Source: an optimization exercise on an open RTL-to-GDS flow (aim: small area, a short achievable clock period and few clock cycles). Production flows keep margins and buffers that such runs may drop. RTL that was checked went through simulation tests only; none was proved equivalent to the original. Power and IR drop assume default switching activity.

branch umber:
// half_dot_v_m
module half_dot_v_m(
input rstn,
input clk,
input start,
input [159:0] vector,
input [1599:0] matrix,
output done,
output [159:0] vector_out
);
For scale: about 850 flip-flops, about 1900 I/O pins, ~0.081 mm² of cells after synthesis.
==> module hdvm_mac, before the edit <==
module hdvm_mac(
input clk,
input rstn,
input [15:0] v,
input [15:0] m,
input clear,
input wr0,
input wr1,
output reg [15:0] out0,
output reg [15:0] out1
);
wire [21:0] q0, q1;
wire [5:0] qe;
wire qs, qz;
hdvm_mul_s1 mul1(.a(v), .b(m), .r0(q0), .r1(q1), .e(qe), .s(qs), .z(qz));
reg [21:0] m_r0, m_r1;
reg [5:0] m_e;
reg m_s, m_z;
always @(posedge clk) begin
  m_r0 <= q0;
  m_r1 <= q1;
  m_e <= qe;
  m_s <= qs;
  m_z <= qz;
end
wire [15:0] prod;
hdvm_mul_s2 mul2(.r0(m_r0), .r1(m_r1), .e(m_e), .s(m_s), .z(m_z), .c(prod));
reg [15:0] p;
always @(posedge clk)
  p <= prod;
reg [15:0] acc_q;
wire [11:0] ax, ay;
wire [4:0] aemax;
wire asticky, as, asub, anear;
hdvm_add_s1 add1(.a(acc_q), .b(p), .x(ax), .y(ay), .sticky(asticky), .emax(aemax),
                 .s(as), .sub(asub), .near(anear));
reg [11:0] a_x, a_y;
reg [4:0] a_emax;
reg a_sticky, a_s, a_sub, a_near;
always @(posedge clk) begin
  a_x <= ax;
  a_y <= ay;
  a_emax <= aemax;
  a_sticky <= asticky;
  a_s <= as;
  a_sub <= asub;
  a_near <= anear;
end
wire [15:0] sum;
hdvm_add_s2 add2(.x(a_x), .y(a_y), .sticky(a_sticky), .emax(a_emax), .s(a_s),
                 .sub(a_sub), .near(a_near), .c(sum));
always @(posedge clk)
  acc_q <= clear ? 16'd0 : sum;
always @(posedge clk or negedge rstn)
  if (!rstn) begin
    out0 <= 16'd0;
    out1 <= 16'd0;
  end else begin
    if (wr0)
      out0 <= sum;
    if (wr1)
      out1 <= sum;
  end
endmodule
==> module half_dot_v_m, before the edit <==
module half_dot_v_m(
input rstn,
input clk,
input start,
input [159:0] vector,
input [1599:0] matrix,
output done,
output [159:0] vector_out
);
reg [19:0] sel;
always @(posedge clk)
  if (!rstn)
    sel <= 20'd1;
  else if (start)
    sel <= 20'd2;
  else if (!sel[0])
    sel <= {sel[18:0], sel[19]};
wire fetch = start | ~sel[0];
wire [9:0] row_sel;
wire col_sel = |(sel & 20'haaaaa);
genvar i, j;
generate
  for (i = 0; i < 10; i = i + 1) begin : rows
    assign row_sel[i] = sel[2*i] | sel[2*i+1];
  end
endgenerate
wire [15:0] v_mux;
wire [15:0] m_mux [0:4];
hdvm_select #(.N(10)) vsel(.sel(row_sel), .d(vector), .q(v_mux));
generate
  for (j = 0; j < 5; j = j + 1) begin : msel
    wire [319:0] d;
    for (i = 0; i < 20; i = i + 1) begin : e
      assign d[16*i +: 16] = matrix[16*(10*(i/2) + 2*j + (i%2)) +: 16];
    end
    hdvm_select #(.N(20)) s(.sel(sel), .d(d), .q(m_mux[j]));
  end
endgenerate
reg [15:0] op_v;
reg [15:0] op_m [0:4];
integer u;
always @(posedge clk) begin
  op_v <= v_mux;
  for (u = 0; u < 5; u = u + 1)
    op_m[u] <= m_mux[u];
end
reg [3:0] tag_op, tag_m, tag_p, tag_a;
always @(posedge clk)
  if (!rstn) begin
    tag_op <= 4'd0;
    tag_m <= 4'd0;
    tag_p <= 4'd0;
    tag_a <= 4'd0;
  end else begin
    tag_op <= {fetch, row_sel[0], row_sel[9], col_sel};
    tag_m <= tag_op;
    tag_p <= tag_m;
    tag_a <= tag_p;
  end
wire clear = tag_m[2];
wire wr0 = tag_a[3] & tag_a[1] & ~tag_a[0];
wire wr1 = tag_a[3] & tag_a[1] & tag_a[0];
reg done_q;
always @(posedge clk)
  if (!rstn | start)
    done_q <= 1'b0;
  else if (wr1)
    done_q <= 1'b1;
assign done = done_q;
genvar g;
generate
  for (g = 0; g < 5; g = g + 1) begin : unit
    hdvm_mac mac(
      .clk(clk),
      .rstn(rstn),
      .v(op_v),
      .m(op_m[g]),
      .clear(clear),
      .wr0(wr0),
      .wr1(wr1),
      .out0(vector_out[32*g +: 16]),
      .out1(vector_out[32*g+16 +: 16])
    );
  end
endgenerate
endmodule
export LEC_CHECK = 0
export CAP_MARGIN = 20
export CORE_AREA = 100 100 600 600
export DIE_AREA = 0 0 700 700
export SLEW_MARGIN = 20
create_clock -name core_clock -period 11.0 [get_ports {clk}]
standard.sh (not shown) runs the stock make flow with config.mk's settings and CLKGATE_MAP_FILE= SYNTH_SCRIPT=/design/flow/synth_recipe.tcl, a recipe that flattens the netlist after the stock synthesis.
==> flow/flow/run.sh <==
#!/bin/bash
set -uo pipefail
export BUFFER_PORTS_ARGS="-buffer_cell sky130_fd_sc_hd__buf_1"
bash standard.sh SETUP_SLACK_MARGIN=7.5 finish > standard.log 2>&1
Ran to the end and failed final checks on antenna rules: branch umber.
Inputs modified between branch umber and branch harbor:
--- a/flow/design.v
+++ b/flow/design.v
@@ -414,7 +414,6 @@
 endmodule
 module hdvm_mac(
 input clk,
-input rstn,
 input [15:0] v,
 input [15:0] m,
 input clear,
@@ -463,18 +462,13 @@
 wire [15:0] sum;
 hdvm_add_s2 add2(.x(a_x), .y(a_y), .sticky(a_sticky), .emax(a_emax), .s(a_s),
                  .sub(a_sub), .near(a_near), .c(sum));
-always @(posedge clk)
+always @(posedge clk) begin
   acc_q <= clear ? 16'd0 : sum;
-always @(posedge clk or negedge rstn)
-  if (!rstn) begin
-    out0 <= 16'd0;
-    out1 <= 16'd0;
-  end else begin
-    if (wr0)
-      out0 <= sum;
-    if (wr1)
-      out1 <= sum;
-  end
+  if (wr0)
+    out0 <= sum;
+  if (wr1)
+    out1 <= sum;
+end
 endmodule
 module hdvm_select #(
 parameter N = 10
@@ -564,7 +558,6 @@
   for (g = 0; g < 5; g = g + 1) begin : unit
     hdvm_mac mac(
       .clk(clk),
-      .rstn(rstn),
       .v(op_v),
       .m(op_m[g]),
       .clear(clear),
## What came out
- Looking at the reports, branch harbor completed the entire flow and the layout it produced met the timing, DRC and antenna checks.
- Worst setup path startpoint = unit[4].mac.out1[4]: branch umber; worst setup path startpoint = unit[3].mac.out0[6]: branch harbor
- Relative to branch umber, the routed wire length of branch harbor is lower by 33000 µm.
- The run showing the smaller post-synthesis compound-gate area fraction is branch harbor.
- NOTE: initial core utilization in branch harbor falls short of that of branch umber
- The more densely filled core belongs to branch umber, not branch harbor.
- branch harbor improves on branch umber in design area.
- On branch harbor: global-route usage is 1.1 points lower than what branch umber gave.
- Delta (branch harbor minus branch umber): worst reg-to-reg setup slack shows a reduction of 0.04 ns; first-pass GRT wire length shows a reduction of 3.8%; instance count after placement with tap cells included shows a reduction of 387; clock share of power shows no meaningful change.
- Comparing branch umber and branch harbor, the lower length of routed met3 wiring was measured on branch harbor.
- [compare] base=branch umber new=branch harbor: combinational cell fraction of total power dropped 1.1 points; via count of the first global-routing pass dropped about 3.3%; worst hold-check slack climbed 0.0078 ns.
Testbench counts of branch harbor, summed over its fixed seeds: cycles 43,200.
Only the layout flow was run in branch umber; the RTL was not checked for function there.

==> what the ideal ports hide <==
In the flow no input, the clock included, has a driving cell. The finished layouts below were timed again as built, in two steps.
Step 1, drivers: a clkbuf_16 drives clk and a buf_2 each remaining input, both assumed.
Step 2 times the ports against the registers' clock, not the clock port: input delays grow and output delays shrink by t, the midpoint of the rising clock arrivals with the driver on.
Slacks: ideal ports / drivers / drivers and shift; pairs: ideal ports / drivers.
run	t, ns	slack for setup (ns)	cell pins on the clock port's net
branch umber	0.844	7.410 / 7.319 / 6.818	1
branch harbor	0.865	7.351 / 7.247 / 6.754	1
The setup slack of branch harbor, which loses most, moves by -0.104 ns with the drivers and by -0.597 ns with both steps.
